Context: an optimization exercise on an open-source flow, tuned for small area and a short achievable clock period. The choices shown serve that exercise and are no tape-out recipe.
Function was checked by simulation only, so behaviour that the tests miss may differ from the original.
Power and IR drop assume default switching activity. The clock port is modelled as an ideal driver; clocking choices that lean on that would not hold on a real chip.

===== constraint.sdc =====
create_clock -name core_clock -period 7.0 [get_ports {sclk}]
set_input_delay 1.4000 -clock core_clock [delete_from_list [all_inputs] [get_ports {sclk}]]
set_output_delay 1.4000 -clock core_clock [all_outputs]
set_load 0.01 [all_outputs]

===== config.mk =====
export PLATFORM = sky130hd
export DESIGN_NAME = wrapper
export DESIGN_NICKNAME = wrapper
export VERILOG_FILES = /design/flow/design.v
export SDC_FILE = /design/flow/constraint.sdc
export NUM_CORES = 4
export LEC_CHECK = 0
export CAP_MARGIN = 20
export CORE_MARGIN = 2
export CORE_UTILIZATION = 50
export PLACE_DENSITY = 0.6
export SLEW_MARGIN = 20

===== design.v =====
localparam int DATA_SIZE = 8;
localparam int INST_SIZE = 16;
localparam int MEM_DEPTH = 128;
module spi_slave(sclk,rst_n,ss_n,MOSI,tx_data,tx_valid,MISO,rx_data,rx_valid);
   localparam int DATA_SIZE = 8;
localparam int INST_SIZE = 16;
localparam int MEM_DEPTH = 128;
  input sclk, rst_n;
  input ss_n;
  input MOSI;
  input tx_valid;
  input[DATA_SIZE-1:0] tx_data;
  output reg MISO;
  output reg[INST_SIZE-1:0] rx_data; 
  output reg rx_valid;
  typedef enum {IDLE, 
                WRITE_READ, 
                WRITE_ADDR, 
                READ_ADDR, 
                WRITE_DATA, 
                READ_DATA} STATE_s;
  int count_rx,count_tx;
  STATE_s curr, next;
  always@(posedge sclk or negedge rst_n)begin
    if(~rst_n)begin
      curr <= IDLE;
    end
    else begin
      curr <= next;
    end
  end
  always@(*)begin
    case(curr)
      IDLE : begin
        if(!ss_n)begin
          next = WRITE_READ;
        end
        else begin
          next = IDLE;
        end
      end
      WRITE_READ : begin
        if((ss_n == 0) && (MOSI == 1))begin
          next = WRITE_ADDR;
        end
        else if((ss_n == 0)&&(MOSI == 0))begin
          next = READ_ADDR;
        end
        else begin
          next = IDLE;
        end
      end
      WRITE_ADDR : begin
        if((ss_n == 0)&&(count_rx < 8))begin
          next = WRITE_ADDR;
        end
        else if((ss_n == 0)&&(count_rx >= 8))begin
          next = WRITE_DATA;
        end
        else begin
          next = IDLE;
        end
      end
      WRITE_DATA : begin
        if(ss_n == 0)begin
          next = WRITE_DATA;
        end
        else begin
          next = IDLE;
        end
      end
      READ_ADDR : begin
        if((ss_n == 0)&&(count_rx < 7))begin
          next = READ_ADDR;
        end
        else if((ss_n == 0)&&(count_rx >= 7))begin
          next = READ_DATA;
        end
        else begin
          next = IDLE;
        end
      end
      READ_DATA : begin
        if(ss_n == 0)begin
          next = READ_DATA;
        end
        else begin
          next = IDLE;
        end
      end
      default : begin
        next = IDLE;
      end
    endcase  
  end
  always@(posedge sclk or negedge rst_n)begin
    if(!rst_n)begin
      count_rx <= 0;
      count_tx <= 0;
      MISO <= 0;
      rx_data <= 0;
      rx_valid <= 0;
    end
    else begin
      case(curr)
        IDLE : begin
          count_rx <= 0;
          count_tx <= 0;
          MISO <= 0;
          rx_data <= 0;
          rx_valid <= 0;
        end
        WRITE_READ : begin
          rx_data[15-count_rx] <= MOSI;
          count_rx <= count_rx + 1;
        end
        WRITE_ADDR : begin
          rx_data[15-count_rx] <= MOSI;
          count_rx <= count_rx + 1;
        end
        WRITE_DATA : begin
          if(count_rx < 16)begin
            rx_data[15-count_rx] <= MOSI;
            count_rx <= count_rx + 1;
          end
          else begin
            rx_valid <= 1;
          end
        end
        READ_ADDR : begin
          rx_data[15-count_rx] <= MOSI;
          count_rx <= count_rx + 1;
        end
        READ_DATA : begin
          rx_valid <= 1;
          if(tx_valid && (count_tx < 8))begin
            MISO <= tx_data[count_tx];
            count_tx <= count_tx + 1;
          end
        end
      endcase     
    end   
  end
endmodule
module ram(clk,rst_n,rx_data,rx_valid,tx_data,tx_valid);
   localparam int DATA_SIZE = 8;
localparam int INST_SIZE = 16;
localparam int MEM_DEPTH = 128;
  input clk, rst_n;
  input[INST_SIZE-1:0] rx_data;
  input rx_valid;
  output reg[DATA_SIZE-1:0] tx_data;
  output reg tx_valid;
  reg[DATA_SIZE-1:0] mem [MEM_DEPTH-1:0];
  always@(posedge clk or negedge rst_n)begin
    if(~rst_n)begin
      tx_valid <= 0;
      tx_data <= 0;
    end
    else begin
      if(rx_valid)begin
        tx_valid <= (!rx_data[15] & rx_valid);
        case(rx_data[15])
          1 : mem[rx_data[14:8]] <= rx_data[7:0];
          0 : tx_data <= mem[rx_data[14:8]];
        endcase
      end
      else begin
        tx_valid <= 0;
      end
    end
  end
endmodule
module wrapper(sclk,rst_n,ss_n,MOSI,MISO);
   localparam int DATA_SIZE = 8;
localparam int INST_SIZE = 16;
localparam int MEM_DEPTH = 128;
  input sclk, rst_n;
  input ss_n;
  input MOSI;
  output MISO;
  reg[DATA_SIZE-1:0] tx_data;
  reg[INST_SIZE-1:0] rx_data;
  reg tx_valid, rx_valid;
  spi_slave dut1(sclk,rst_n,ss_n,MOSI,tx_data,tx_valid,MISO,rx_data,rx_valid);
  ram dut2(sclk,rst_n,rx_data,rx_valid,tx_data,tx_valid);
endmodule

===== run.sh =====
#!/bin/bash
# synth_recipe.tcl (not shown) runs the flow's synth.tcl, then flattens the netlist and writes it again
# the make line also repeats each setting of config.mk as NAME=value (left out here)
make -C /OpenROAD-flow-scripts/flow DESIGN_CONFIG=/design/flow/config.mk WORK_HOME=/design/flow/orfs CLKGATE_MAP_FILE= SYNTH_SCRIPT=/design/flow/synth_recipe.tcl finish

==> key figures, run 1 <==
Status
  – Status: complete, no violations

Global routing
  – Largest net degree at the start of global routing: between 80 and 90
  – First-pass GRT wire length: about 270000 um
  – Initial antenna violation count: 19
  – Vias in the first global route: 29874
  – Grt total ovfl: 0
  – GRT Total Usage: 0.450

Pwr
  – Switching share of power: 0.242
  – Peak supply drop: 243 uV
  – Leakage: approximately 17 nW
  – Clk network pwr share: 0.426
  – Power Dens Cells: ~280 mW/mm^2
  – Switching power: between 0.003 and 0.004 W
  – Logic pwr share: 0.065
  – Seq pwr share: 0.510
  – Power Internal: 0.0109 W

Setup path
  – Critical path startpoint: dut1.count_rx[4]
  – Critical path, cell by cell: inv_1, ha_1, or4b_2, or4_1, a2bb2oi_1, nand3_1, or3_1, or4_1, a211oi_1, o31a_1, nor4b_4, buf_4, nor3b_2, o21ai_1, a31o_1
  – Worst setup EP type: flop
  – Reg2reg end: dut1.rx_data[10]
  – Slowest Stage Delay on Critical Path: between 0.6 and 0.7 ns
  – Critical Path RT: 7.60 ns
  – FF-to-FF Start: dut1.count_rx[4]
  – Reg2reg setup slack: between 1 and 1.5 ns
  – Crit Path Class: flop to flop
  – Cell mode on critical path: or4_1
  – CP Max Fanout: 17
  – Reg2Reg Depth: 15
  – Levels on crit path: 15
  – Slowest stage cell, crit path: or4b_2
  – Kind of cell adding the most delay to the critical path: simple AND/OR/NAND/NOR gates
  – End of the critical path: dut1.rx_data[10]
  – CP Launch Type: flop
  – Crit path buffers/inverters: 2
  – Crit path DAT: slightly above 6 ns

STA
  – Clk_skew: ~0.057 ns
  – Setup ws final: 1.39 ns
  – Final Hold Fails: 0
  – Fin. max-slew vios: 0
  – Setup-failing EPs final: 0
  – Setup TNS: 0 ns
  – Unrepaired setup endpoints after global routing: no
  – Slew of the pin with the lowest slew margin: ~1.4 ns
  – Period utilisation layout: 0.801
  – Post-layout min period: approximately 5.6 ns
  – Slew margin rel.: 0.0964
  – Max Clock Freq: 178 MHz

Clocking
  – Root Driver: clkbuf_16
  – Num CTS Buffers: around 110
  – Setup bufs post-CTS: 0
  – CTS tree: built
  – Worst-path clk slew: ~0.06 ns
  – Clk buf depth: 3
  – Worst-Skew Late Latency: 0.76 ns
  – Clock sinks: approximately 1100
  – Resize count post-CTS: 0
  – CTS hold repair buffers: 0
  – H-Tree Depth: 3

Logic synthesis
  – Async SR Flop Fraction: 0.0841
  – Post-synth top flop: edfxtp_1
  – Cell area after synthesis: between 0.04 and 0.05 sq mm
  – Mapped Avg Cell Area: 15.3 sq um
  – Syn nets: 2911
  – Seq/Total Area, Yosys: 0.748
  – Post-synth EDFFs: slightly above 1000
  – Cells after synthesis: about 2900
  – Ys Warns: 3
  – Distinct cell type count after synthesis: 77
  – FF+latch count, synth: 1118

Floorplan
  – Die height: roughly 300 um
  – IO Pins: 5
  – Die ar.: between 0.09 and 0.1 sq mm
  – Initial Util: 0.502
  – Die width: around 300 um
  – Core region area: 0.0881 sq mm
  – Row cnt: 109

Placement
  – Place WS: 1.44 ns
  – Post-DP HPWL: 143000 um
  – Port Buf Inserts: 4
  – Routability cong.: between 1 and 1.5

Layout
  – Ratio of cells with drive above 1 in the final layout: 0.169
  – Total of fill cells in the finished design: roughly 6900
  – Nets: 3183
  – Area grow syn2layout: 16.6%
  – Commonest cells after routing, fill and taps aside: edfxtp_1 (1024), buf_4 (264), a22oi_1 (198)
  – Most common cell after layout, fill and taps aside: edfxtp_1

Flow run
  – Max-cap viol count: 0

Detailed routing
  – Via density: ~7.5
  – DR vias: roughly 33000
  – Initial DRC Count: approximately 6300
  – Drt first pass iters: 7
  – Routed wire length: slightly above 200000 um
  – # DRC: 0
  – Wire length per cell: roughly 46 um
  – Antenna viol nets, final: 0

Worst hold path
  – HP Class: flop to flop
==> layer usage <==
| layer | vias up | global-route usage | share of wire |
|---|---|---|---|
| met2 | 3248 | 0.611 | 0.41 |
| li1 | 12514 | - | - |
| met5 | - | 0.0153 | 0.0017 |
| met1 | 16655 | 0.557 | 0.33 |
| met3 | 817 | 0.217 | 0.16 |
| met4 | 26 | 0.328 | 0.093 |
==> final cells by class <==
type / count / area [sq um] / share of cell area
sequential: 1118 / 33100 / 0.642
multi-input combinational: 1642 / 11000 / 0.214
clock buffer: 138 / 2920 / 0.0566
timing repair buffer: 282 / 2230 / 0.0432
tap: 1165 / 1460 / 0.0282
clock inverter: 73 / 758 / 0.0147
inverter: 18 / 67.6 / 0.00131
antenna: 10 / 25.0 / 0.000485
==> cells by family after synthesis <==
group | synth area share
AND/OR/NAND/NOR | 0.0991
multiplexers | 0.00288
adder cells (fa/ha/maj) | 0.00141
flip-flops | 0.748
AO/OA/AOI/OAI | 0.122
buffers and inverters | 0.0122
XOR/XNOR | 0.0150
==> synth_stat cells, types with 3 or more instances <==
library cell,count,share of area
a211oi_1,4,0.00068
a21o_1,3,0.00051
a21oi_1,34,0.0038
a221oi_1,156,0.031
a22o_1,157,0.031
a22oi_1,198,0.034
a2bb2oi_1,3,0.00059
a31o_1,7,0.0014
a31oi_1,3,0.00042
a32oi_1,3,0.00059
and2_1,13,0.0018
and3_1,21,0.0030
and4_1,5,0.00099
buf_1,15,0.0013
buf_2,4,0.00045
clkbuf_1,105,0.0089
dfrtp_1,94,0.053
edfxtp_1,1024,0.69
ha_1,5,0.0014
inv_1,18,0.0015
mux2i_1,6,0.0014
nand2_1,114,0.0097
nand2b_1,13,0.0018
nand3_1,71,0.0080
nand3b_1,7,0.0012
nand4_1,103,0.015
nor2_1,232,0.020
nor2b_1,9,0.0013
nor3_1,148,0.017
nor3b_1,7,0.0012
nor4_1,52,0.0073
nor4_2,3,0.00085
nor4b_1,4,0.00079
o21ai_0,65,0.0073
o21ai_1,8,0.00090
o31a_1,4,0.00079
o31ai_1,8,0.0014
o32ai_1,3,0.00059
o41ai_1,3,0.00059
or2_2,6,0.00085
or3_1,27,0.0038
or3b_2,3,0.00059
or4_1,14,0.0024
xnor2_1,38,0.0075
xor2_1,38,0.0075
==> power groups by stage <==
stage | Clock [W] | Combinational [W] | Sequential (W)
after floorplan | 0 | 0.000383 | 0.00741
after global placement | 0 | 0.000844 | 0.00743
after detailed placement | 0 | 0.000852 | 0.00744
after CTS | 0.00606 | 0.000854 | 0.00730
after global routing | 0.00633 | 0.000899 | 0.00730
final | 0.00610 | 0.000926 | 0.00730
==> flip-flops by register name, indices dropped and copies added, names as in the netlist <==
register / cells
dut1.curr: 3
dut1.rx_valid: 1
dut1.MISO: 1
dut2.mem: 1024
dut2.tx_data: 8
dut1.count_rx: 32
dut1.count_tx: 32
dut2.tx_valid: 1
dut1.rx_data: 16
==> tightest hold or removal path, stage by stage, from the launching register on <==
cell     delay [ns]
dfrtp_1        0.34
nand2_1        0.05
o21ai_0        0.06
==> per-stage QoR <==
stage	cells	hold slack (ns)	total power (W)	area [sq um]	util
6_report	4446	0.479	0.0143	51600	0.586
5_1_grt	4436	0.531	0.0145	51600	0.586
4_1_cts	4428	0.483	0.0142	51500	0.584
3_5_place_dp	4217	0.470	0.00829	47800	0.543
3_3_place_gp	4212	0.463	0.00828	47700	0.541
2_1_floorplan	2902	0.445	0.00779	44300	-
==> worst min-delay path by stage <==
stage / startpoint / endpoint / cells past startpoint / slack (ns)
final: dut2.tx_data[4] / dut2.tx_data[4] / 2 / 0.48
after global placement: dut2.tx_data[7] / dut2.tx_data[7] / 2 / 0.46
after CTS: dut2.tx_data[3] / dut2.tx_data[3] / 2 / 0.48
after global routing: dut2.tx_data[4] / dut2.tx_data[4] / 2 / 0.53
after floorplan: dut2.tx_data[2] / dut2.tx_data[2] / 2 / 0.44
after detailed placement: dut2.tx_data[3] / dut2.tx_data[3] / 2 / 0.47
==> inputs of run 2 (changes only) <==
==> design.v (replaced) <==
localparam int DATA_SIZE = 8;
localparam int INST_SIZE = 16;
localparam int MEM_DEPTH = 128;
module spi_slave (sclk, rst_n, ss_n, MOSI, col, MISO, row, wen, wbit);
   localparam int DATA_SIZE = 8;
localparam int INST_SIZE = 16;
localparam int MEM_DEPTH = 128;
  input                  sclk, rst_n;
  input                  ss_n;
  input                  MOSI;
  input  [DATA_SIZE-1:0] col;
  output reg             MISO;
  output [6:0]           row;
  output                 wen;
  output                 wbit;
  reg       act;    
  reg [4:0] cnt;    
  reg       isw;    
  reg [DATA_SIZE-1:0] sr;      
  reg [6:0]           row_q;   
  reg [DATA_SIZE-1:0] wd;      
  reg [3:0]           wcnt;    
  reg [2:0]           ph;      
  reg [DATA_SIZE-1:0] rd;      
  always @(posedge sclk) begin
    sr <= {sr[DATA_SIZE-2:0], MOSI};
    ph <= ph + 3'd1;
    rd <= col;
    if (act && cnt == 5'd8)
      row_q <= sr[6:0];
    if (act && cnt == 5'd16 && isw) begin
      wd   <= sr;
      wcnt <= 4'd8;
    end
    else if (wcnt != 4'd0)
      wcnt <= wcnt - 4'd1;
  end
  assign row  = row_q;
  assign wen  = (wcnt != 4'd0);
  assign wbit = wd[ph];
  wire [2:0] tap = cnt[2:0] - 3'd1 - ph;
  always @(posedge sclk or negedge rst_n) begin
    if (!rst_n) begin
      act  <= 1'b0;
      cnt  <= 5'd0;
      isw  <= 1'b0;
      MISO <= 1'b0;
    end
    else if (!act) begin
      MISO <= 1'b0;
      cnt  <= 5'd0;
      if (!ss_n)
        act <= 1'b1;
    end
    else begin
      if (ss_n)
        act <= 1'b0;
      if (cnt != 5'd31)
        cnt <= cnt + 5'd1;
      if (cnt == 5'd0)
        isw <= MOSI;
      if (!isw && cnt >= 5'd10 && cnt <= 5'd17)
        MISO <= rd[tap];
    end
  end
endmodule
module ram (clk, row, wen, wbit, col);
   localparam int DATA_SIZE = 8;
localparam int INST_SIZE = 16;
localparam int MEM_DEPTH = 128;
  input                  clk;
  input  [6:0]           row;    
  input                  wen;    
  input                  wbit;   
  output [DATA_SIZE-1:0] col;    
  wire [MEM_DEPTH-1:0] sel;
  wire [DATA_SIZE-1:0] part [0:MEM_DEPTH-1];
  genvar r;
  generate
    for (r = 0; r < MEM_DEPTH; r = r + 1) begin : g
      reg [DATA_SIZE-1:0] q;
      assign sel[r] = (row == r);
      always @(posedge clk)
        q <= {(sel[r] & wen) ? wbit : q[0], q[DATA_SIZE-1:1]};
      assign part[r] = q & {DATA_SIZE{sel[r]}};
    end
  endgenerate
  reg [DATA_SIZE-1:0] acc;
  integer i;
  always @(*) begin
    acc = {DATA_SIZE{1'b0}};
    for (i = 0; i < MEM_DEPTH; i = i + 1)
      acc = acc | part[i];
  end
  assign col = acc;
endmodule
module wrapper(sclk,rst_n,ss_n,MOSI,MISO);
   localparam int DATA_SIZE = 8;
localparam int INST_SIZE = 16;
localparam int MEM_DEPTH = 128;
  input sclk, rst_n;
  input ss_n;
  input MOSI;
  output MISO;
  wire [6:0]           row;
  wire                 wen, wbit;
  wire [DATA_SIZE-1:0] col;
  spi_slave dut1(sclk,rst_n,ss_n,MOSI,col,MISO,row,wen,wbit);
  ram dut2(sclk,row,wen,wbit,col);
endmodule
==> run 2 against run 1 <==
Still clean. First-iteration DRC count fell by 27%. Global-route usage fell by 1.6 points. Flip-flop and latch count fell by 48. Non-clock buffer count fell by 203. Area after synthesis fell by 28%. Worst hold slack got worse by 0.14 ns. Fmax rose by 24%. Critical endpoint is now dut1.rd[5]. Largest cell class unchanged.
==> key figures, run 2 <==
Detailed routing
  – Routed wire length: between 100000 and 150000 um
  – # DRC: 0
  – Via density: 6.99
  – Drt first pass iters: 7
  – DR vias: 25195
  – Initial DRC Count: approximately 4600
  – Antenna viol nets, final: 0
  – Wire length per cell: 40.6 um

Placement
  – Port Buf Inserts: 4
  – Routability cong.: approximately 1.1
  – Post-DP HPWL: 104000 um
  – DP Cell Count: 3406

Layout
  – Commonest cells after routing, fill and taps aside: dfxtp_1 (1047), nand3_1 (249), a22oi_1 (185)
  – Ratio of cells with drive above 1 in the final layout: 0.115
  – Most common cell after layout, fill and taps aside: dfxtp_1
  – Area grow syn2layout: 13.8%
  – Nets: roughly 2700
  – Non-filler instance count after layout: 3605
  – Largest register FFs: just over 1000

STA
  – Final Hold Fails: 0
  – Max Clock Freq: between 200 and 250 MHz
  – Setup-failing EPs final: 0
  – Setup TNS: 0 ns
  – Slew margin rel.: 0.248
  – Fin. max-slew vios: 0
  – Period utilisation layout: 0.645
  – Slew of the pin with the lowest slew margin: approximately 1.1 ns
  – Post-layout min period: ~4.5 ns
  – Unrepaired setup endpoints after global routing: no
  – Clk_skew: about 0.029 ns

Setup path
  – Reg2reg setup slack: 2.49 ns
  – Reg2reg end: dut1.rd[5]
  – Reg2Reg Depth: 7
  – Worst setup EP type: flop
  – Critical Path RT: between 7 and 8 ns
  – FF-to-FF Start: dut1.row_q[1]
  – Crit path DAT: a little over 5 ns
  – CP Launch Type: flop
  – Crit Path Class: flop to flop
  – CP Max Fanout: 27

Logic synthesis
  – Post-synth EDFFs: 15
  – Yosys top cell area share: 0.656
  – Mapped Avg Cell Area: between 10 and 15 sq um
  – Async SR Flop Fraction: 0.00748
  – Post-synth top cells: dfxtp_1 (1047), nand3_1 (249), a22oi_1 (185)
  – Cell area after synthesis: approximately 0.032 sq mm
  – Cells after synthesis: around 2700
  – Post-synth top flop: dfxtp_1
  – Ys Warns: 2
  – Seq/Total Area, Yosys: 0.676
  – Syn nets: about 2700
  – Top area cells in the synthesized netlist: dfxtp_1 (66%), a22oi_1 (4.3%), nand3_1 (3.9%)
  – Distinct cell type count after synthesis: 71
  – Most frequent cell after synthesis: dfxtp_1
  – Cell taking the most area after synthesis: dfxtp_1
  – FF+latch count, synth: about 1100

Floorplan
  – Die height: 257 um
  – Core region area: around 0.063 sq mm
  – Initial Util: 0.506
  – Die width: approximately 260 um
  – Die ar.: 0.0660 sq mm
  – IO Pins: 5
  – Row cnt: 92

Clocking
  – Root Driver: clkbuf_16
  – Worst-path clk slew: approximately 0.07 ns
  – CTS tree: built
  – Setup bufs post-CTS: 0
  – CTS hold repair buffers: 0
  – Clk buf depth: 3
  – Clock sinks: around 1100
  – Resize count post-CTS: 0
  – Num CTS Buffers: 103
  – Worst-Skew Late Latency: ~0.70 ns
  – H-Tree Depth: 3

Global routing
  – First-pass GRT wire length: between 150000 and 200000 um
  – Largest net degree at the start of global routing: roughly 130
  – Grt total ovfl: 0
  – Vias in the first global route: approximately 24000
  – Initial antenna violation count: 20
  – GRT Total Usage: 0.434

Flow run
  – Max-cap viol count: 0

Status
  – Status: complete, no violations

Pwr
  – Peak supply drop: between 200 and 250 uV
  – Power Dens Cells: around 340 mW/mm^2
  – Leakage: roughly 13 nW

Worst hold path
  – Worst hold start: dut2.g[116].q[3]
  – HP Class: flop to flop
  – WHS Path Cells: 0
  – Hold EP: dut2.g[116].q[2]
run 2: cell count changes after synthesis, moves of 132 or more:
cell and delta:
dfxtp_1 +1047, nor3_1 -135, a221oi_1 -132, nand3_1 +178, edfxtp_1 -1009, nor2_1 -173
a31oi_1 +134, a21oi_1 +150
run 2: metal layers:
metal / global-route usage / up-vias / part of all wire / wire (um)
met5: 0.00219 / - / 0.00089 / 130
met4: 0.304 / 20 / 0.085 / 12400
met3: 0.144 / 552 / 0.13 / 19100
met2: 0.611 / 2056 / 0.41 / 59500
met1: 0.561 / 12438 / 0.38 / 55200
li1: - / 10129 / - / -
run 2: worst max-delay path by stage:
stage,slack (ns),from,end
finish,2.49,dut1.row_q[1],dut1.rd[5]
global route,2.59,dut1.row_q[1],dut1.rd[1]
CTS,2.78,dut1.row_q[1],dut1.rd[1]
detailed placement,2.81,dut1.row_q[1],dut1.rd[1]
global placement,2.84,dut1.row_q[1],dut1.rd[1]
floorplan,4.44,dut1.row_q[0],dut1.rd[0]
run 2: critical path: stages (launching register included):
cell       delay, ns
edfxtp_1        0.91
buf_4           0.60
nand4bb_1       0.75
nor2_1          0.30
a32o_1          0.38
nor4_1          0.68
nand3_1         0.15
or4_1           0.56
run 2: cells by family after synthesis:
kind of cell / count (synthesis) / synth area share
DFF: 1070 / 0.676
AOI/OAI and AO/OA: 745 / 0.159
and+or+nand+nor: 571 / 0.100
buffers and inverters: 251 / 0.0337
muxes: 70 / 0.0249
adders and majority gates: 9 / 0.00376
xor gates and xnor gates: 8 / 0.00219
run 2: cell type report:
type / count / area [sq um]
clock buffer: 157 / 3060
multi-input combinational: 1403 / 9490
timing repair buffer: 79 / 636
inverter: 10 / 37.5
sequential: 1070 / 21600
clock inverter: 36 / 483
antenna: 4 / 10.0
fill: 5226 / 26800
tap: 846 / 1060
run 2: stage by stage:
step           cell area [sq um]  utilization  hold WS (ns)  total power, W  setup WS (ns)
3_3_place_gp               32800        0.519         0.329         0.00657           2.84
6_report                   36400        0.576         0.334          0.0123           2.49
4_1_cts                    36400        0.575         0.322          0.0122           2.78
2_1_floorplan              32000            -         0.323         0.00647           4.44
3_5_place_dp               32800        0.519         0.333         0.00658           2.81
5_1_grt                    36400        0.576         0.334          0.0125           2.59
run 2: power breakdown:
| group | internal (W) | switching [W] | total, W |
|---|---|---|---|
| Clock | 0.00337 | 0.00244 | 0.00581 |
| Combinational | 0.0000553 | 0.000107 | 0.000162 |
| Sequential | 0.00621 | 0.0000866 | 0.00629 |
| Total | 0.00963 | 0.00263 | 0.0123 |
==> inputs of run 3 (changes only) <==
--- a/design.v
+++ b/design.v
@@ -2,5 +2,5 @@
 localparam int INST_SIZE = 16;
 localparam int MEM_DEPTH = 128;
-module spi_slave (sclk, rst_n, ss_n, MOSI, col, MISO, row, wen, wbit);
+module spi_slave (sclk, rst_n, ss_n, MOSI, col, MISO, hi, lo, wen, wbit);
    localparam int DATA_SIZE = 8;
 localparam int INST_SIZE = 16;
@@ -11,5 +11,6 @@
   input  [DATA_SIZE-1:0] col;
   output reg             MISO;
-  output [6:0]           row;
+  output reg [15:0]      hi;
+  output reg [7:0]       lo;
   output                 wen;
   output                 wbit;
@@ -18,5 +19,4 @@
   reg       isw;    
   reg [DATA_SIZE-1:0] sr;      
-  reg [6:0]           row_q;   
   reg [DATA_SIZE-1:0] wd;      
   reg [3:0]           wcnt;    
@@ -27,6 +27,8 @@
     ph <= ph + 3'd1;
     rd <= col;
-    if (act && cnt == 5'd8)
-      row_q <= sr[6:0];
+    if (act && cnt == 5'd8) begin
+      hi <= 16'd1 << sr[6:3];
+      lo <= 8'd1 << sr[2:0];
+    end
     if (act && cnt == 5'd16 && isw) begin
       wd   <= sr;
@@ -36,5 +38,4 @@
       wcnt <= wcnt - 4'd1;
   end
-  assign row  = row_q;
   assign wen  = (wcnt != 4'd0);
   assign wbit = wd[ph];
@@ -65,14 +66,14 @@
   end
 endmodule
-module ram (clk, row, wen, wbit, col);
+module ram (clk, hi, lo, wen, wbit, col);
    localparam int DATA_SIZE = 8;
 localparam int INST_SIZE = 16;
 localparam int MEM_DEPTH = 128;
   input                  clk;
-  input  [6:0]           row;    
+  input  [15:0]          hi;
+  input  [7:0]           lo;
   input                  wen;    
   input                  wbit;   
   output [DATA_SIZE-1:0] col;    
-  wire [MEM_DEPTH-1:0] sel;
   wire [DATA_SIZE-1:0] part [0:MEM_DEPTH-1];
   genvar r;
@@ -80,8 +81,8 @@
     for (r = 0; r < MEM_DEPTH; r = r + 1) begin : g
       reg [DATA_SIZE-1:0] q;
-      assign sel[r] = (row == r);
+      wire sel = hi[r / 8] & lo[r % 8];
       always @(posedge clk)
-        q <= {(sel[r] & wen) ? wbit : q[0], q[DATA_SIZE-1:1]};
-      assign part[r] = q & {DATA_SIZE{sel[r]}};
+        q <= {(sel & wen) ? wbit : q[0], q[DATA_SIZE-1:1]};
+      assign part[r] = q & {DATA_SIZE{sel}};
     end
   endgenerate
@@ -103,8 +104,9 @@
   input MOSI;
   output MISO;
-  wire [6:0]           row;
+  wire [15:0]          hi;
+  wire [7:0]           lo;
   wire                 wen, wbit;
   wire [DATA_SIZE-1:0] col;
-  spi_slave dut1(sclk,rst_n,ss_n,MOSI,col,MISO,row,wen,wbit);
-  ram dut2(sclk,row,wen,wbit,col);
+  spi_slave dut1(sclk,rst_n,ss_n,MOSI,col,MISO,hi,lo,wen,wbit);
+  ram dut2(sclk,hi,lo,wen,wbit,col);
 endmodule
--- a/config.mk
+++ b/config.mk
@@ -6,7 +6,11 @@
 export NUM_CORES = 4
 export LEC_CHECK = 0
+export ABC_CLOCK_PERIOD_IN_PS = 2500
 export CAP_MARGIN = 20
 export CORE_MARGIN = 2
 export CORE_UTILIZATION = 50
+export CTS_BUF_LIST = sky130_fd_sc_hd__clkbuf_4 sky130_fd_sc_hd__clkbuf_8
+export CTS_CLUSTER_SIZE = 30
 export PLACE_DENSITY = 0.6
+export SETUP_SLACK_MARGIN = 4.5
 export SLEW_MARGIN = 20
==> run 3 against run 2 <==
Highest routed layer is now met4. Largest cell class unchanged. Clock skew is 0.0048 ns higher. Largest power group unchanged. Routed wire length is 35% lower. Cell area is 1.3% lower. First-iteration DRC count is 41% lower. Critical endpoint is now MISO.
==> key figures, run 3 <==
Status
  – Status: complete, no violations

Detailed routing
  – Antenna viol nets, final: 0
  – DR vias: ~22000
  – Via density: about 6.2
  – Routed wire length: 95700 um
  – # DRC: 0
  – Wire length per cell: approximately 27 um
  – Drt first pass iters: 19
  – Initial DRC Count: around 2700

Worst hold path
  – Worst hold start: dut2.g[106].q[2]
  – HP Class: flop to flop

Setup path
  – Crit Path Class: flop to output pin
  – Critical path startpoint: dut1.MISO
  – CP Launch Type: flop
  – Crit path buffers/inverters: 1
  – FF-to-FF Start: dut1.lo[0]
  – Kind of cell adding the most delay to the critical path: flip-flops
  – Critical path, cell by cell: buf_2
  – Critical Path RT: between 5 and 6 ns
  – Crit path DAT: approximately 1.3 ns
  – CP Max Fanout: 2
  – Slowest stage cell, crit path: dfrtp_1
  – Slowest Stage Delay on Critical Path: between 0.3 and 0.4 ns
  – Worst setup EP type: output pin

Clocking
  – Clock sinks: 1087
  – CTS hold repair buffers: 0
  – H-Tree Depth: 4
  – Clk buf depth: 3
  – Root Driver: clkbuf_8
  – CTS tree: built
  – Worst-path clk slew: about 0.06 ns
  – Num CTS Buffers: roughly 160
  – Worst-Skew Late Latency: 0.82 ns

Logic synthesis
  – FF+latch count, synth: around 1100
  – Mapped Avg Cell Area: ~13 sq um
  – Async SR Flop Fraction: 0.00736
  – Post-synth top flop: dfxtp_1
  – Distinct cell type count after synthesis: between 50 and 60
  – Cell area after synthesis: around 0.031 sq mm
  – Ys Warns: 2
  – Syn nets: 2517
  – Cells after synthesis: between 2000 and 3000
  – Seq/Total Area, Yosys: 0.704
  – Post-synth top cells: dfxtp_1 (1047), a22oi_1 (243), a22o_1 (170)
  – Post-synth EDFFs: 32
  – Yosys top cell area share: 0.667
  – Top area cells in the synthesized netlist: dfxtp_1 (67%), a22oi_1 (5.8%), a22o_1 (4.7%)
  – Cell taking the most area after synthesis: dfxtp_1
  – Most frequent cell after synthesis: dfxtp_1

Layout
  – Ratio of cells with drive above 1 in the final layout: 0.150
  – Commonest cells after routing, fill and taps aside: dfxtp_1 (1047), a22oi_1 (238), clkbuf_8 (205)
  – Most common cell after layout, fill and taps aside: dfxtp_1
  – Area grow syn2layout: 14.4%
  – Largest register FFs: 1024
  – Non-filler instance count after layout: around 3500
  – Nets: roughly 2500

Floorplan
  – Initial Util: 0.507
  – Die ar.: ~0.065 sq mm
  – IO Pins: 5
  – Die width: approximately 250 um
  – Row cnt: 91
  – Die height: roughly 250 um
  – Core region area: just over 0.06 sq mm

Global routing
  – Vias in the first global route: about 21000
  – GRT Total Usage: 0.295
  – Largest net degree at the start of global routing: ~120
  – First-pass GRT wire length: roughly 140000 um
  – Initial antenna violation count: 5
  – Grt total ovfl: 0

STA
  – Max Clock Freq: between 300 and 400 MHz
  – Clk_skew: roughly 0.034 ns
  – Slew margin rel.: 0.429
  – Slew of the pin with the lowest slew margin: between 0.8 and 0.9 ns
  – Period utilisation layout: 0.389
  – Hold Slack: 0.327 ns
  – Final Hold Fails: 0
  – Post-layout min period: 2.72 ns
  – Fin. max-slew vios: 0
  – Setup-failing EPs final: 0
  – Unrepaired setup endpoints after global routing: yes
  – Setup TNS: 0 ns

Placement
  – Port Buf Inserts: 4
  – DP Cell Count: 3181
  – Post-DP HPWL: 62300 um
  – Routability cong.: 0.972

Flow run
  – Max-cap viol count: 0

Pwr
  – Peak supply drop: 215 uV
  – Leakage: about 14 nW
  – Power Dens Cells: roughly 400 mW/mm^2
==> run 3: cell type report <==
type	instances	area (sq um)
flip-flops and latches	1087	22100
inverters	22	92.6
diodes	4	10.0
clock buffers	269	3300
repair buffers	68	702
well taps	837	1050
fillers	5215	26000
multi-input cells	1184	8490
clock inverters	23	156
==> run 3: power breakdown <==
group,total [W],switching [W],internal [W]
combinational,0.000951,0.000530,0.000421
sequential,0.00808,0.000711,0.00737
clock,0.00536,0.00239,0.00298
==> run 3: logic make-up after synthesis <==
kind of cell,share of synthesized area
AO/OA/AOI/OAI,0.214
XOR/XNOR,0.00223
adder cells (fa/ha/maj),0.00383
buffers and inverters,0.0303
flip-flops,0.704
multiplexers,0.00450
AND/OR/NAND/NOR,0.0412
==> run 3: through the flow <==
stage | total power (W) | util | setup WS [ns] | area [sq um]
after floorplan | 0.00849 | - | 4.92 | 31400
after global placement | 0.00905 | 0.517 | 4.12 | 32000
after detailed placement | 0.00908 | 0.517 | 4.07 | 32000
after CTS | 0.0144 | 0.578 | 4.21 | 35800
after global routing | 0.0149 | 0.580 | 4.24 | 35900
final | 0.0144 | 0.580 | 4.28 | 35900
==> run 3: path summary, 6_finish.rpt <==
| path | endpoint | slack [ns] | cells past startpoint |
|---|---|---|---|
| worst max-delay path | MISO | 4.28 | 1 |
| worst min-delay path | dut2.g[106].q[1] | 0.33 | 0 |
| max in group asynchronous | dut1.cnt[0] | 5.87 | 1 |
| min in group asynchronous | dut1.MISO | 0.87 | 1 |
| worst max register to register | dut1.rd[6] | 4.32 | 6 |
| worst min register to register | dut2.g[106].q[1] | 0.33 | 0 |
==> run 3: what timing repair did <==
item                                    in CTS  in global routing
resized for setup                           39                 28
endpoints found under the setup margin      98                 49
gates cloned                                 3                  0
pin swaps                                    8                  8
setup buffers                               11                  3
==> run 3: metal layers <==
layer,GRT usage,up-vias,wire (um)
met4,0.157,0,4560
met1,0.403,10758,40600
met2,0.433,1084,41400
met5,0,-,0
met3,0.0710,226,9050
li1,-,9624,-
==> inputs of run 4 (changes only) <==
--- a/config.mk
+++ b/config.mk
@@ -10,6 +10,4 @@
 export CORE_MARGIN = 2
 export CORE_UTILIZATION = 50
-export CTS_BUF_LIST = sky130_fd_sc_hd__clkbuf_4 sky130_fd_sc_hd__clkbuf_8
-export CTS_CLUSTER_SIZE = 30
 export PLACE_DENSITY = 0.6
 export SETUP_SLACK_MARGIN = 4.5
==> run 4 against run 3 <==
Sequential share of layout area shrank 0.65 points. Critical path type is now flop to flop. Core utilization up 0.62 points. Clock skew down 0.0051 ns. Final cell count down 2.6%. Flip-flop and latch count is the same. Global-route usage is 0.18 points lower. First-iteration DRC count rose by 7.4%. Routed wire length rose by 0.27%. Combinational power about the same. Fmax up 2.9%. Clock power up about 10%. Still clean on timing, DRC and antenna. Area after synthesis unchanged.
==> key figures, run 4 <==
Pwr
  – Logic pwr share: 0.064
  – Leakage: 14.5 nW
  – Power Dens Cells: around 410 mW/mm^2
  – Switching power: approximately 0.0036 W
  – Power Internal: approximately 0.011 W
  – Switching share of power: 0.241
  – Clk network pwr share: 0.396
  – Peak supply drop: 272 uV
  – Seq pwr share: 0.540

Clocking
  – Worst-Skew Late Latency: about 0.67 ns
  – Clock sinks: about 1100
  – CTS tree: built
  – H-Tree Depth: 3
  – Worst-path clk slew: roughly 0.060 ns
  – Root Driver: clkbuf_16
  – Num CTS Buffers: around 110
  – Clk buf depth: 3

Worst hold path
  – HP Class: flop to flop
  – WHS Path Cells: 0
  – Worst hold start: dut2.g[39].q[1]
  – Hold EP: dut2.g[39].q[0]

Setup path
  – CP Launch Type: flop
  – Crit Path Class: flop to flop
  – Reg2reg end: dut1.rd[6]
  – Crit path DAT: ~3.2 ns
  – CP Max Fanout: 20
  – Worst setup EP type: flop
  – Reg2reg setup slack: ~4.4 ns
  – Reg2Reg Depth: 7
  – FF-to-FF Start: dut1.hi[1]
  – Critical Path RT: between 7 and 8 ns

Global routing
  – Vias in the first global route: 20480
  – Met3 usage: 0.0692
  – First-pass GRT wire length: about 140000 um
  – Most used routing layer: met2
  – Met1 Track Usage GR: 0.410
  – Largest net degree at the start of global routing: 105
  – Met2 GRT Util: 0.431
  – Initial antenna violation count: 3
  – Grt total ovfl: 0
  – GRT Total Usage: 0.293

Logic synthesis
  – Cell taking the most area after synthesis: dfxtp_1
  – Seq/Total Area, Yosys: 0.704
  – Cell area after synthesis: 0.0314 sq mm
  – Post-synth top flop: dfxtp_1
  – Distinct cell type count after synthesis: a little under 60
  – Cells after synthesis: 2504
  – Yosys top cell area share: 0.667
  – Ys Warns: 2
  – Syn nets: ~2500
  – Post-synth EDFFs: 32
  – Async SR Flop Fraction: 0.00736
  – FF+latch count, synth: 1087
  – Most frequent cell after synthesis: dfxtp_1
  – Post-synth top cells: dfxtp_1 (1047), a22oi_1 (243), a22o_1 (170)
  – Top area cells in the synthesized netlist: dfxtp_1 (67%), a22oi_1 (5.8%), a22o_1 (4.7%)
  – Mapped Avg Cell Area: between 10 and 15 sq um

STA
  – Setup-failing EPs final: 0
  – Clk_skew: around 0.029 ns
  – Post-layout min period: approximately 2.6 ns
  – Slew of the pin with the lowest slew margin: around 0.84 ns
  – Period utilisation layout: 0.378
  – Final Hold Fails: 0
  – Slew margin rel.: 0.441
  – Unrepaired setup endpoints after global routing: yes
  – Setup TNS: 0 ns
  – Setup ws final: approximately 4.4 ns
  – Max Clock Freq: ~380 MHz
  – Fin. max-slew vios: 0

Floorplan
  – Initial Util: 0.507
  – Row cnt: 91
  – Die height: ~250 um
  – Core region area: approximately 0.062 sq mm
  – Die width: between 200 and 300 um
  – Die ar.: 0.0648 sq mm
  – IO Pins: 5

Layout
  – Ratio of cells with drive above 1 in the final layout: 0.112
  – Area grow syn2layout: 15.6%
  – Commonest cells after routing, fill and taps aside: dfxtp_1 (1047), a22oi_1 (237), a22o_1 (170)
  – Most common cell after layout, fill and taps aside: dfxtp_1
  – Core Util, Final: 0.586
  – Nets: around 2500
  – Largest register FFs: between 1000 and 1500

Placement
  – Port Buf Inserts: 4
  – Routability cong.: 0.972
  – Place WS: about 4.1 ns
  – Post-DP HPWL: 62300 um

Detailed routing
  – Wire length per cell: 28.2 um
  – Drt first pass iters: 8
  – DR vias: approximately 22000
  – Antenna viol nets, final: 0
  – Initial DRC Count: about 2900
  – Via density: between 6 and 7
  – # DRC: 0
  – Routed wire length: ~96000 um

Flow run
  – Max-cap viol count: 0

Status
  – Status: complete, no violations
==> run 4: timing repair <==
item | CTS | global route
endpoints found under the setup margin | 98 | 46
buffers inserted | 14 | 8
cloned | 4 | 1
pin swaps | 9 | 9
resized for setup | 44 | 28
hold buffers | 0 | 0
==> run 4: power groups by stage <==
| stage | clock network (W) | registers, W | logic (W) |
|---|---|---|---|
| 3_5_place_dp | 0 | 0.00817 | 0.000913 |
| 5_1_grt | 0.00623 | 0.00818 | 0.00102 |
| 4_1_cts | 0.00597 | 0.00806 | 0.000933 |
| 2_1_floorplan | 0 | 0.00787 | 0.000623 |
| 3_3_place_gp | 0 | 0.00814 | 0.000909 |
| 6_report | 0.00592 | 0.00808 | 0.000954 |
==> run 4: area by class of cell <==
| class | count | area [sq um] |
|---|---|---|
| fill | 5061 | 25600 |
| sequential | 1087 | 22100 |
| multi-input combinational | 1184 | 8490 |
| clock buffer | 161 | 3230 |
| tap | 837 | 1050 |
| timing repair buffer | 78 | 840 |
| clock inverter | 34 | 480 |
| inverter | 22 | 92.6 |
| antenna | 1 | 2.50 |
==> run 4: metrics by stage <==
stage          instance area [sq um]  instances  power [W]  hold slack, ns
6_report                       36300       3404     0.0150           0.334
4_1_cts                        36200       3394     0.0150           0.336
2_1_floorplan                  31400       2504    0.00849           0.324
5_1_grt                        36300       3403     0.0154           0.346
3_3_place_gp                   32000       3181    0.00905           0.332
3_5_place_dp                   32000       3181    0.00908           0.335
==> run 4: logic make-up after synthesis <==
| family | Yosys count | synth area share |
|---|---|---|
| flops | 1087 | 0.704 |
| compound gates | 916 | 0.214 |
| simple gates | 242 | 0.0412 |
| buf+inv | 233 | 0.0303 |
| mux | 9 | 0.00450 |
| fa+ha+maj | 9 | 0.00383 |
| xor+xnor | 8 | 0.00223 |
==> run 4: how the worst max path moves through the flow <==
stage                start               end  slack (ns)  cells past startpoint
6_report        dut1.hi[1]        dut1.rd[6]        4.35                      7
5_1_grt         dut1.lo[0]        dut1.rd[6]        4.37                      5
4_1_cts          dut1.MISO              MISO        4.30                      1
2_1_floorplan  dut1.cnt[1]        dut1.hi[0]        4.92                      4
3_3_place_gp    dut1.lo[6]  dut2.g[118].q[7]        4.12                      6
3_5_place_dp    dut1.lo[2]   dut2.g[98].q[7]        4.07                      6
==> run 4: critical path, stage by stage (launching register included) <==
cell      delay, ns
edfxtp_1       0.52
buf_4          0.19
buf_4          0.21
a22oi_2        0.28
o22a_1         0.23
nand4_1        0.11
or4_1          0.42
or4_1          0.54
==> run 4: routing by layer <==
layer / vias up / part of all wire
li1: 9513 / -
met1: 10625 / 0.42
met2: 1126 / 0.43
met3: 246 / 0.10
met4: 4 / 0.048
met5: - / 0.00030
==> inputs of run 5 (changes only) <==
==> flow/run.sh (new file) <==
#!/bin/bash
# Standard layout, with clock tree synthesis told to build larger sink
# clusters and to add no dummy loads.
set -euo pipefail
export CTS_ARGS="-sink_clustering_enable -repair_clock_nets -dont_use_dummy_load -sink_clustering_size 30 -sink_clustering_max_diameter 80"
bash standard.sh > standard.log 2>&1
==> standard.sh (new file) <==
#!/bin/bash
# synth_recipe.tcl (not shown) runs the flow's synth.tcl, then flattens the netlist and writes it again
# the make line also repeats each setting of config.mk as NAME=value (left out here)
make -C /OpenROAD-flow-scripts/flow DESIGN_CONFIG=/design/flow/config.mk WORK_HOME=/design/flow/orfs CLKGATE_MAP_FILE= SYNTH_SCRIPT=/design/flow/synth_recipe.tcl "${@:-finish}"
removed: run.sh
==> run 5 against run 4 <==
Synthesized cell count unchanged. Routed wire length decreased by 2.5%. Count of clock-buffer cells in the layout decreased by 118. Largest cell class unchanged. Critical endpoint unchanged. Register-to-register slack got worse by 0.05 ns.
==> key figures, run 5 <==
Status
  – Status: complete, no violations

Floorplan
  – Die ar.: ~0.065 sq mm
  – Initial Util: 0.507
  – IO Pins: 5
  – Core region area: approximately 0.062 sq mm
  – Die height: roughly 250 um
  – Row cnt: 91
  – Die width: 255 um

Clocking
  – Root Driver: clkbuf_16
  – Num CTS Buffers: 43
  – Clk buf depth: 3
  – Worst-path clk slew: between 0.1 and 0.15 ns
  – CTS hold repair buffers: 0
  – Clock sinks: roughly 1100
  – Worst-Skew Late Latency: ~0.63 ns
  – CTS tree: built
  – H-Tree Depth: 2

Layout
  – Area grow syn2layout: 7.03%
  – Most common cell after layout, fill and taps aside: dfxtp_1
  – Nets: 2429
  – Largest register FFs: between 1000 and 1500
  – Ratio of cells with drive above 1 in the final layout: 0.0650
  – Total of fill cells in the finished design: 5358
  – Commonest cells after routing, fill and taps aside: dfxtp_1 (1047), a22oi_1 (238), a22o_1 (169)
  – Diodes inserted: 0

STA
  – Final Hold Fails: 0
  – Unrepaired setup endpoints after global routing: yes
  – Max Clock Freq: between 300 and 400 MHz
  – Fin. max-slew vios: 0
  – Slew of the pin with the lowest slew margin: 0.883 ns
  – Post-layout min period: ~2.7 ns
  – Setup TNS: 0 ns
  – Setup-failing EPs final: 0
  – Clk_skew: 0.0629 ns
  – Setup ws final: between 4 and 5 ns
  – Period utilisation layout: 0.385
  – Slew margin rel.: 0.411

Logic synthesis
  – Post-synth top cells: dfxtp_1 (1047), a22oi_1 (243), a22o_1 (170)
  – FF+latch count, synth: about 1100
  – Cell taking the most area after synthesis: dfxtp_1
  – Top area cells in the synthesized netlist: dfxtp_1 (67%), a22oi_1 (5.8%), a22o_1 (4.7%)
  – Yosys top cell area share: 0.667
  – Post-synth top flop: dfxtp_1
  – Mapped Avg Cell Area: about 13 sq um
  – Seq/Total Area, Yosys: 0.704
  – Most frequent cell after synthesis: dfxtp_1
  – Ys Warns: 2
  – Cells after synthesis: 2504
  – Distinct cell type count after synthesis: approximately 60
  – Cell area after synthesis: about 0.031 sq mm
  – Syn nets: approximately 2500
  – Post-synth EDFFs: 32
  – Async SR Flop Fraction: 0.00736

Setup path
  – Crit Path Class: flop to flop
  – CP Launch Type: flop
  – Slowest stage cell, crit path: a222oi_1
  – Crit path DAT: about 3.2 ns
  – Crit path buffers/inverters: 1
  – Slowest Stage Delay on Critical Path: a little under 0.8 ns
  – Critical path, cell by cell: buf_12, a222oi_1, o22ai_1, nor3_1, nand3_1, or4_1
  – Kind of cell adding the most delay to the critical path: compound AO/OA/AOI/OAI gates
  – Critical Path RT: 7.51 ns
  – CP Max Fanout: 4
  – Worst setup EP type: flop

Flow run
  – Max-cap viol count: 0

Placement
  – Routability cong.: 0.972
  – Post-DP HPWL: between 60000 and 70000 um
  – Place WS: 4.07 ns
  – Port Buf Inserts: 4

Detailed routing
  – Via density: approximately 6.4
  – Initial DRC Count: about 2800
  – Top layer in use: met4
  – # DRC: 0
  – Met3 routed wirelength: approximately 8500 um
  – Met2 wire len: just over 40000 um
  – Metal-1 WL: 40100 um
  – Drt first pass iters: 7
  – Antenna viol nets, final: 0
  – DR vias: ~21000
  – Wire length per cell: around 29 um
  – Routed wire length: 93500 um

Worst hold path
  – HP Class: flop to flop

Pwr
  – Leakage: roughly 13 nW
  – Power Dens Cells: roughly 350 mW/mm^2
  – Peak supply drop: between 200 and 250 uV

Global routing
  – Largest net degree at the start of global routing: 121
  – First-pass GRT wire length: 133000 um
  – Grt total ovfl: 0
  – GRT Total Usage: 0.281
  – Vias in the first global route: 19651
  – Initial antenna violation count: 0
[run 5: area by class of cell]
cell class / instances / area, sq um / area share
Multi-Input combinational cell: 1184 / 8480 / 0.252
Clock buffer: 43 / 1080 / 0.0320
Tap cell: 837 / 1050 / 0.0312
Sequential cell: 1087 / 22100 / 0.658
Inverter: 22 / 93.8 / 0.00279
Timing Repair Buffer: 78 / 792 / 0.0236
[run 5: report_power, final]
part	switching, W	internal [W]
sequential	0.000704	0.00736
clock	0.00180	0.00111
combinational	0.000530	0.000425
[run 5: logic make-up (layout without fill, tap and decap cells)]
group / after synthesis / in the layout / synth area share
simple gates: 242 / 242 / 0.0412
compound gates: 916 / 916 / 0.214
buf+inv: 233 / 143 / 0.0303
fa+ha+maj: 9 / 9 / 0.00383
mux: 9 / 9 / 0.00450
flops: 1087 / 1087 / 0.704
xor+xnor: 8 / 8 / 0.00223
[run 5: repair_timing]
action                     CTS  global route
gates cloned                 2             2
setup endpoints to repair   99            40
setup buffers               14             9
pin swaps                    7             9
gates resized for setup     42            30
[run 5: path summary, 6_finish.rpt]
| kind | startpoint | to | slack [ns] | cells after the start |
|---|---|---|---|---|
| worst max-delay path | dut1.hi[1] | dut1.rd[6] | 4.31 | 6 |
| worst min-delay path | dut2.g[106].q[2] | dut2.g[106].q[1] | 0.30 | 0 |
| worst max register to register | dut1.hi[1] | dut1.rd[6] | 4.31 | 6 |
| worst min register to register | dut2.g[106].q[2] | dut2.g[106].q[1] | 0.30 | 0 |
| max in group asynchronous | rst_n | dut1.act | 5.69 | 1 |
| min in group asynchronous | rst_n | dut1.cnt[4] | 1.06 | 1 |
[run 5: through the flow]
| stage | util | hold WS (ns) | total power (W) | instance area (sq um) | cells |
|---|---|---|---|---|---|
| detailed placement | 0.517 | 0.335 | 0.00908 | 32000 | 3181 |
| global placement | 0.517 | 0.332 | 0.00905 | 32000 | 3181 |
| finish | 0.543 | 0.295 | 0.0119 | 33600 | 3251 |
| floorplan | - | 0.324 | 0.00849 | 31400 | 2504 |
| CTS | 0.540 | 0.300 | 0.0119 | 33400 | 3240 |
| global route | 0.543 | 0.298 | 0.0123 | 33600 | 3251 |
[run 5: routing by layer]
metal,track usage,vias up
li1,-,9270
met1,0.404,10440
met2,0.426,1045
met3,0.0476,201
met4,0.108,0
met5,0,-
==> inputs of run 6 (changes only) <==
--- a/config.mk
+++ b/config.mk
@@ -9,6 +9,6 @@
 export CAP_MARGIN = 20
 export CORE_MARGIN = 2
-export CORE_UTILIZATION = 50
-export PLACE_DENSITY = 0.6
+export CORE_UTILIZATION = 80
+export PLACE_DENSITY = 0.85
 export SETUP_SLACK_MARGIN = 4.5
 export SLEW_MARGIN = 20
==> run 6 against run 5 <==
Still clean on timing, DRC and antenna. Count of clock-buffer cells in the layout is 1 lower. Critical path depth stayed put. Total power barely moved. Critical path type unchanged.
==> key figures, run 6 <==
STA
  – Period utilisation layout: 0.385
  – Slew of the pin with the lowest slew margin: approximately 0.99 ns
  – Max Clock Freq: between 300 and 400 MHz
  – Setup TNS: 0 ns
  – Setup-failing EPs final: 0
  – Final Hold Fails: 0
  – Slew margin rel.: 0.335
  – Setup ws final: between 4 and 5 ns
  – Unrepaired setup endpoints after global routing: yes
  – Fin. max-slew vios: 0
  – Post-layout min period: 2.70 ns
  – Clk_skew: roughly 0.045 ns

Global routing
  – GRT Total Usage: 0.435
  – Initial antenna violation count: 4
  – Largest net degree at the start of global routing: 90
  – First-pass GRT wire length: 132000 um
  – Grt total ovfl: 0
  – Vias in the first global route: approximately 21000

Logic synthesis
  – Post-synth top flop: dfxtp_1
  – Yosys top cell area share: 0.667
  – Cell area after synthesis: ~0.031 sq mm
  – Top area cells in the synthesized netlist: dfxtp_1 (67%), a22oi_1 (5.8%), a22o_1 (4.7%)
  – Most frequent cell after synthesis: dfxtp_1
  – Seq/Total Area, Yosys: 0.704
  – Syn nets: between 2000 and 3000
  – FF+latch count, synth: 1087
  – Ys Warns: 2
  – Cells after synthesis: 2504
  – Post-synth EDFFs: 32
  – Cell taking the most area after synthesis: dfxtp_1
  – Post-synth top cells: dfxtp_1 (1047), a22oi_1 (243), a22o_1 (170)
  – Distinct cell type count after synthesis: 59
  – Async SR Flop Fraction: 0.00736
  – Mapped Avg Cell Area: ~13 sq um

Flow run
  – Max-cap viol count: 0

Clocking
  – Clock sinks: 1087
  – Root Driver: clkbuf_16
  – Worst-Skew Late Latency: about 0.63 ns
  – Num CTS Buffers: between 40 and 50
  – Worst-path clk slew: ~0.11 ns
  – H-Tree Depth: 2
  – Clk buf depth: 3
  – CTS tree: built

Layout
  – Area grow syn2layout: 6.05%
  – Nets: about 2400
  – Largest register FFs: 1024
  – Commonest cells after routing, fill and taps aside: dfxtp_1 (1047), a22oi_1 (238), a22o_1 (170)
  – Core Util, Final: 0.860
  – Most common cell after layout, fill and taps aside: dfxtp_1
  – Total of fill cells in the finished design: around 1900
  – Ratio of cells with drive above 1 in the final layout: 0.0651

Worst hold path
  – HP Class: flop to flop
  – WHS Path Cells: 0
  – Worst hold start: dut2.g[65].q[1]
  – Hold EP: dut2.g[65].q[0]

Setup path
  – Worst setup EP type: flop
  – Slowest stage cell, crit path: a222oi_1
  – Reg2reg end: dut1.rd[4]
  – Crit path buffers/inverters: 2
  – FF-to-FF Start: dut1.hi[1]
  – Reg2Reg Depth: 6
  – CP Max Fanout: 6
  – Critical path, cell by cell: clkbuf_16, buf_12, a222oi_1, o2111ai_2, nor4_4, nand4_1
  – Crit Path Class: flop to flop
  – CP Launch Type: flop
  – Kind of cell adding the most delay to the critical path: compound AO/OA/AOI/OAI gates
  – Reg2reg setup slack: about 4.3 ns
  – Crit path DAT: approximately 3.2 ns
  – Critical Path RT: roughly 7.5 ns
  – Slowest Stage Delay on Critical Path: 0.82 ns

Placement
  – Routability cong.: approximately 1.1
  – Port Buf Inserts: 4
  – Place WS: approximately 3.5 ns
  – Post-DP HPWL: roughly 58000 um

Floorplan
  – IO Pins: 5
  – Die height: between 200 and 250 um
  – Die width: 202 um
  – Initial Util: 0.811
  – Row cnt: about 70
  – Die ar.: a little over 0.04 sq mm
  – Core region area: 0.0387 sq mm

Detailed routing
  – Initial DRC Count: between 3000 and 4000
  – Routed wire length: between 90000 and 100000 um
  – Antenna viol nets, final: 0
  – Via density: between 7 and 8
  – # DRC: 0
  – Wire length per cell: about 32 um
  – Drt first pass iters: 10
  – DR vias: 22161

Pwr
  – Leakage: roughly 13 nW
  – Power Dens Cells: around 360 mW/mm^2
  – Peak supply drop: approximately 260 uV

Status
  – Status: complete, no violations
run 6: per-layer routing:
metal	track usage	share of wire	vias up
li1	-	-	9289
met2	0.654	0.43	1737
met3	0.111	0.14	447
met4	0.266	0.081	4
met1	0.572	0.35	10684
met5	0.0119	0.00078	-
run 6: through the flow:
step	cell area, sq um	cells	power, W	hold slack, ns
floorplan	31400	2504	0.00849	0.324
global placement	31600	2860	0.00896	0.327
detailed placement	31600	2860	0.00905	0.330
CTS	33000	2915	0.0118	0.296
global route	33300	2931	0.0122	0.292
finish	33300	2932	0.0119	0.296
run 6: area by class of cell:
| type | count | area (sq um) | area share |
|---|---|---|---|
| multi-input cells | 1184 | 8520 | 0.256 |
| well taps | 518 | 648 | 0.0195 |
| repair buffers | 78 | 861 | 0.0258 |
| clock buffers | 42 | 1050 | 0.0316 |
| inverters | 22 | 97.6 | 0.00293 |
| diodes | 1 | 2.50 | 0.0000751 |
| flip-flops and latches | 1087 | 22100 | 0.664 |
run 6: logic make-up (layout without fill, tap and decap cells):
family / Yosys count / after routing / share of synthesized area
and+or+nand+nor: 242 / 242 / 0.0412
AOI/OAI and AO/OA: 916 / 916 / 0.214
muxes: 9 / 9 / 0.00450
adders and majority gates: 9 / 9 / 0.00383
DFF: 1087 / 1087 / 0.704
other: 0 / 1 / 0
buffers and inverters: 233 / 142 / 0.0303
xor gates and xnor gates: 8 / 8 / 0.00223
run 6: worst max-delay path by stage:
| stage | to | slack [ns] | from | cells past startpoint |
|---|---|---|---|---|
| after floorplan | dut1.hi[0] | 4.92 | dut1.cnt[1] | 4 |
| after global placement | dut2.g[13].q[7] | 3.67 | dut1.lo[5] | 6 |
| after detailed placement | dut2.g[45].q[7] | 3.50 | dut1.lo[5] | 6 |
| after CTS | MISO | 4.44 | dut1.MISO | 1 |
| after global routing | dut1.rd[4] | 4.40 | dut1.hi[1] | 6 |
| final | dut1.rd[4] | 4.30 | dut1.hi[1] | 6 |
run 6: report_power, final:
group          internal, W  switching, W  total, W
registers          0.00736      0.000747   0.00811
logic             0.000420      0.000547  0.000967
clock network      0.00109       0.00175   0.00284
run 6: worst reg2reg max path: stages (launching register included):
cell       delay, ns
edfxtp_1        0.47
clkbuf_16       0.22
buf_12          0.17
a222oi_1        0.83
o2111ai_2       0.28
nor4_4          0.48
nand4_1         0.13
run 6: repair_timing:
action,4_1_cts,5_1_grt
pin swaps,1,9
hold buffers,0,0
gates cloned,2,4
resized for setup,40,42
buffers inserted,11,12
endpoints found under the setup margin,105,70
==> inputs of run 7 (changes only) <==
--- a/config.mk
+++ b/config.mk
@@ -9,6 +9,6 @@
 export CAP_MARGIN = 20
 export CORE_MARGIN = 2
-export CORE_UTILIZATION = 80
-export PLACE_DENSITY = 0.85
-export SETUP_SLACK_MARGIN = 4.5
+export CORE_UTILIZATION = 70
+export PLACE_DENSITY = 0.75
+export SETUP_SLACK_MARGIN = 4.2
 export SLEW_MARGIN = 20
==> run 7 against run 6 <==
First-iteration DRC count is 15% lower. Routed wire length decreased by 5.4%. Via count down 4.8%. Fmax fell by 5.2%. Flip-flop and latch count unchanged. Die area up 14%. Critical path type unchanged. Highest routed layer is now met4.
==> key figures, run 7 <==
Status
  – Status: complete, no violations

Detailed routing
  – Via density: just over 7
  – Drt first pass iters: 8
  – # DRC: 0
  – Antenna viol nets, final: 0
  – Wire length per cell: just under 30 um
  – DR vias: between 20000 and 25000
  – Routed wire length: roughly 89000 um
  – Initial DRC Count: 3077

Clocking
  – H-Tree Depth: 2
  – Root Driver: clkbuf_16
  – Num CTS Buffers: 42
  – Worst-path clk slew: 0.11 ns
  – Worst-Skew Late Latency: about 0.63 ns
  – Clk buf depth: 3
  – Clock sinks: approximately 1100
  – CTS tree: built

Layout
  – Largest register FFs: 1024
  – Most common cell after layout, fill and taps aside: dfxtp_1
  – Area grow syn2layout: 4.90%
  – Commonest cells after routing, fill and taps aside: dfxtp_1 (1047), a22oi_1 (239), a22o_1 (170)
  – Ratio of cells with drive above 1 in the final layout: 0.0543
  – Diodes inserted: 0
  – Nets: about 2400
  – Core Util, Final: 0.745
  – Total of fill cells in the finished design: roughly 3000

Global routing
  – GRT Total Usage: 0.378
  – Largest net degree at the start of global routing: between 70 and 80
  – Vias in the first global route: 19986
  – First-pass GRT wire length: 130000 um
  – Initial antenna violation count: 2
  – Grt total ovfl: 0

Setup path
  – Reg2Reg Depth: 6
  – CP Max Fanout: 36
  – FF-to-FF Start: dut1.hi[9]
  – Reg2reg end: dut1.rd[6]
  – Crit Path Class: flop to flop
  – Worst setup EP type: flop
  – Reg2reg setup slack: around 4.2 ns
  – Crit path DAT: approximately 3.4 ns
  – CP Launch Type: flop
  – Critical Path RT: between 7 and 8 ns

Floorplan
  – Row cnt: slightly below 80
  – Die width: roughly 220 um
  – IO Pins: 5
  – Core region area: 0.0442 sq mm
  – Initial Util: 0.710
  – Die height: ~220 um
  – Die ar.: ~0.047 sq mm

STA
  – Unrepaired setup endpoints after global routing: yes
  – Clk_skew: a little under 0.07 ns
  – Post-layout min period: 2.84 ns
  – Slew margin rel.: 0.395
  – Final Hold Fails: 0
  – Fin. max-slew vios: 0
  – Setup TNS: 0 ns
  – Max Clock Freq: between 300 and 400 MHz
  – Period utilisation layout: 0.406
  – Slew of the pin with the lowest slew margin: 0.907 ns
  – Setup-failing EPs final: 0

Pwr
  – Leakage: approximately 13 nW
  – Seq pwr share: 0.681
  – Switching share of power: 0.251
  – Power Internal: 0.00886 W
  – Clk network pwr share: 0.240
  – Switching power: a little under 0.003 W
  – Peak supply drop: between 200 and 250 uV
  – Power Dens Cells: roughly 360 mW/mm^2
  – Logic pwr share: 0.079

Logic synthesis
  – Mapped Avg Cell Area: between 10 and 15 sq um
  – Cells after synthesis: 2504
  – Distinct cell type count after synthesis: 59
  – Cell area after synthesis: 0.0314 sq mm
  – FF+latch count, synth: around 1100
  – Cell taking the most area after synthesis: dfxtp_1
  – Seq/Total Area, Yosys: 0.704
  – Most frequent cell after synthesis: dfxtp_1
  – Async SR Flop Fraction: 0.00736
  – Post-synth top cells: dfxtp_1 (1047), a22oi_1 (243), a22o_1 (170)
  – Syn nets: roughly 2500
  – Post-synth top flop: dfxtp_1
  – Ys Warns: 2
  – Yosys top cell area share: 0.667
  – Top area cells in the synthesized netlist: dfxtp_1 (67%), a22oi_1 (5.8%), a22o_1 (4.7%)
  – Post-synth EDFFs: 32

Placement
  – Post-DP HPWL: just under 60000 um
  – Port Buf Inserts: 4
  – Routability cong.: 0.987

Worst hold path
  – WHS Path Cells: 0
  – Worst hold start: dut2.g[57].q[3]
  – HP Class: flop to flop
  – Hold EP: dut2.g[57].q[2]

Flow run
  – Max-cap viol count: 0
-- run 7: area by class of cell --
class	count	area, sq um	share of cell area
sequential	1087	22100	0.672
timing repair buffer	61	500	0.0152
inverter	22	83.8	0.00254
clock buffer	42	1050	0.0319
multi-input combinational	1184	8440	0.256
tap	592	741	0.0225
-- run 7: power groups by stage --
stage | clock network (W) | logic (W) | registers, W
finish | 0.00284 | 0.000938 | 0.00806
global route | 0.00306 | 0.000997 | 0.00816
CTS | 0.00286 | 0.000909 | 0.00803
detailed placement | 0 | 0.000899 | 0.00815
global placement | 0 | 0.000889 | 0.00811
floorplan | 0 | 0.000623 | 0.00787
-- run 7: timing repair --
item                                    CTS  global route
endpoints found under the setup margin   90            85
hold buffers                              0             0
pin swaps                                 0             1
setup buffers                             6             7
gates resized for setup                  13            14
-- run 7: worst max-delay path by stage --
stage	startpoint	cells past startpoint	end
2_1_floorplan	dut1.cnt[1]	4	dut1.hi[0]
3_3_place_gp	dut1.lo[4]	7	dut1.rd[6]
3_5_place_dp	dut1.lo[2]	7	dut2.g[98].q[7]
4_1_cts	dut1.lo[0]	6	dut1.rd[6]
5_1_grt	dut1.lo[0]	6	dut1.rd[6]
6_report	dut1.hi[9]	6	dut1.rd[6]
-- run 7: stage by stage --
| step | total power [W] | instances | instance area, sq um | worst slack, ns | hold WS, ns |
|---|---|---|---|---|---|
| 3_5_place_dp | 0.00905 | 2933 | 31700 | 3.95 | 0.332 |
| 5_1_grt | 0.0122 | 2988 | 32900 | 4.14 | 0.311 |
| 3_3_place_gp | 0.00900 | 2933 | 31700 | 4.03 | 0.331 |
| 2_1_floorplan | 0.00849 | 2504 | 31400 | 4.39 | 0.324 |
| 4_1_cts | 0.0118 | 2981 | 32800 | 4.18 | 0.304 |
| 6_report | 0.0118 | 2988 | 32900 | 4.16 | 0.300 |
-- run 7: cell families (layout without fill, tap and decap cells) --
| logic type | after synthesis | after routing | share of synthesized area |
|---|---|---|---|
| AO/OA/AOI/OAI | 916 | 916 | 0.214 |
| multiplexers | 9 | 9 | 0.00450 |
| XOR/XNOR | 8 | 8 | 0.00223 |
| adder cells (fa/ha/maj) | 9 | 9 | 0.00383 |
| AND/OR/NAND/NOR | 242 | 242 | 0.0412 |
| flip-flops | 1087 | 1087 | 0.704 |
| buffers and inverters | 233 | 125 | 0.0303 |
-- run 7: worst max-delay path, cell delays in order (launching register included) --
cell	delay, ns
edfxtp_1	0.73
buf_4	0.42
a22oi_1	0.53
a21oi_1	0.17
a221oi_1	0.30
nand4_1	0.13
or4_1	0.43
-- run 7: layer usage --
metal,track usage,wire length (um)
met1,0.519,35100
met4,0.179,4950
met3,0.0915,9870
met5,0,0
met2,0.567,38700

what the ideal ports hide:
Ports are ideal in the flow. The routed layouts listed here were re-timed in OpenROAD. Step 1 sets driving cells, clkbuf_16 on the clock port and buf_2 on the other inputs (assumed; they add their load-dependent delay and slew). Step 2 also shifts input and output timing later by t, the mid clock arrival at the registers, as if the neighbouring blocks saw the same clock. Slacks: ideal / step 1 / step 2; pairs: ideal / step 1.
run	t (ns)	slack for setup (ns)	hold WS [ns]	slew at the worst register clock pin (ns)	pins driven straight from the clock port
run 1	0.801	1.394 / 1.394 / 1.394	0.479 / 0.479 / 0.479	0.08 / 0.08	1
run 2	0.757	2.488 / 2.488 / 2.488	0.334 / 0.334 / 0.334	0.07 / 0.07	1
run 3	0.863	4.277 / 4.216 / 4.317	0.327 / 0.327 / 0.327	0.07 / 0.07	1
run 4	0.726	4.355 / 4.355 / 4.355	0.334 / 0.334 / 0.334	0.07 / 0.07	1
run 5	0.666	4.306 / 4.306 / 4.306	0.295 / 0.295 / 0.295	0.12 / 0.12	1
run 6	0.665	4.305 / 4.305 / 4.305	0.296 / 0.296 / 0.296	0.11 / 0.11	1
run 7	0.658	4.156 / 4.156 / 4.156	0.300 / 0.300 / 0.300	0.12 / 0.12	1
After both steps every run listed still meets setup and hold.
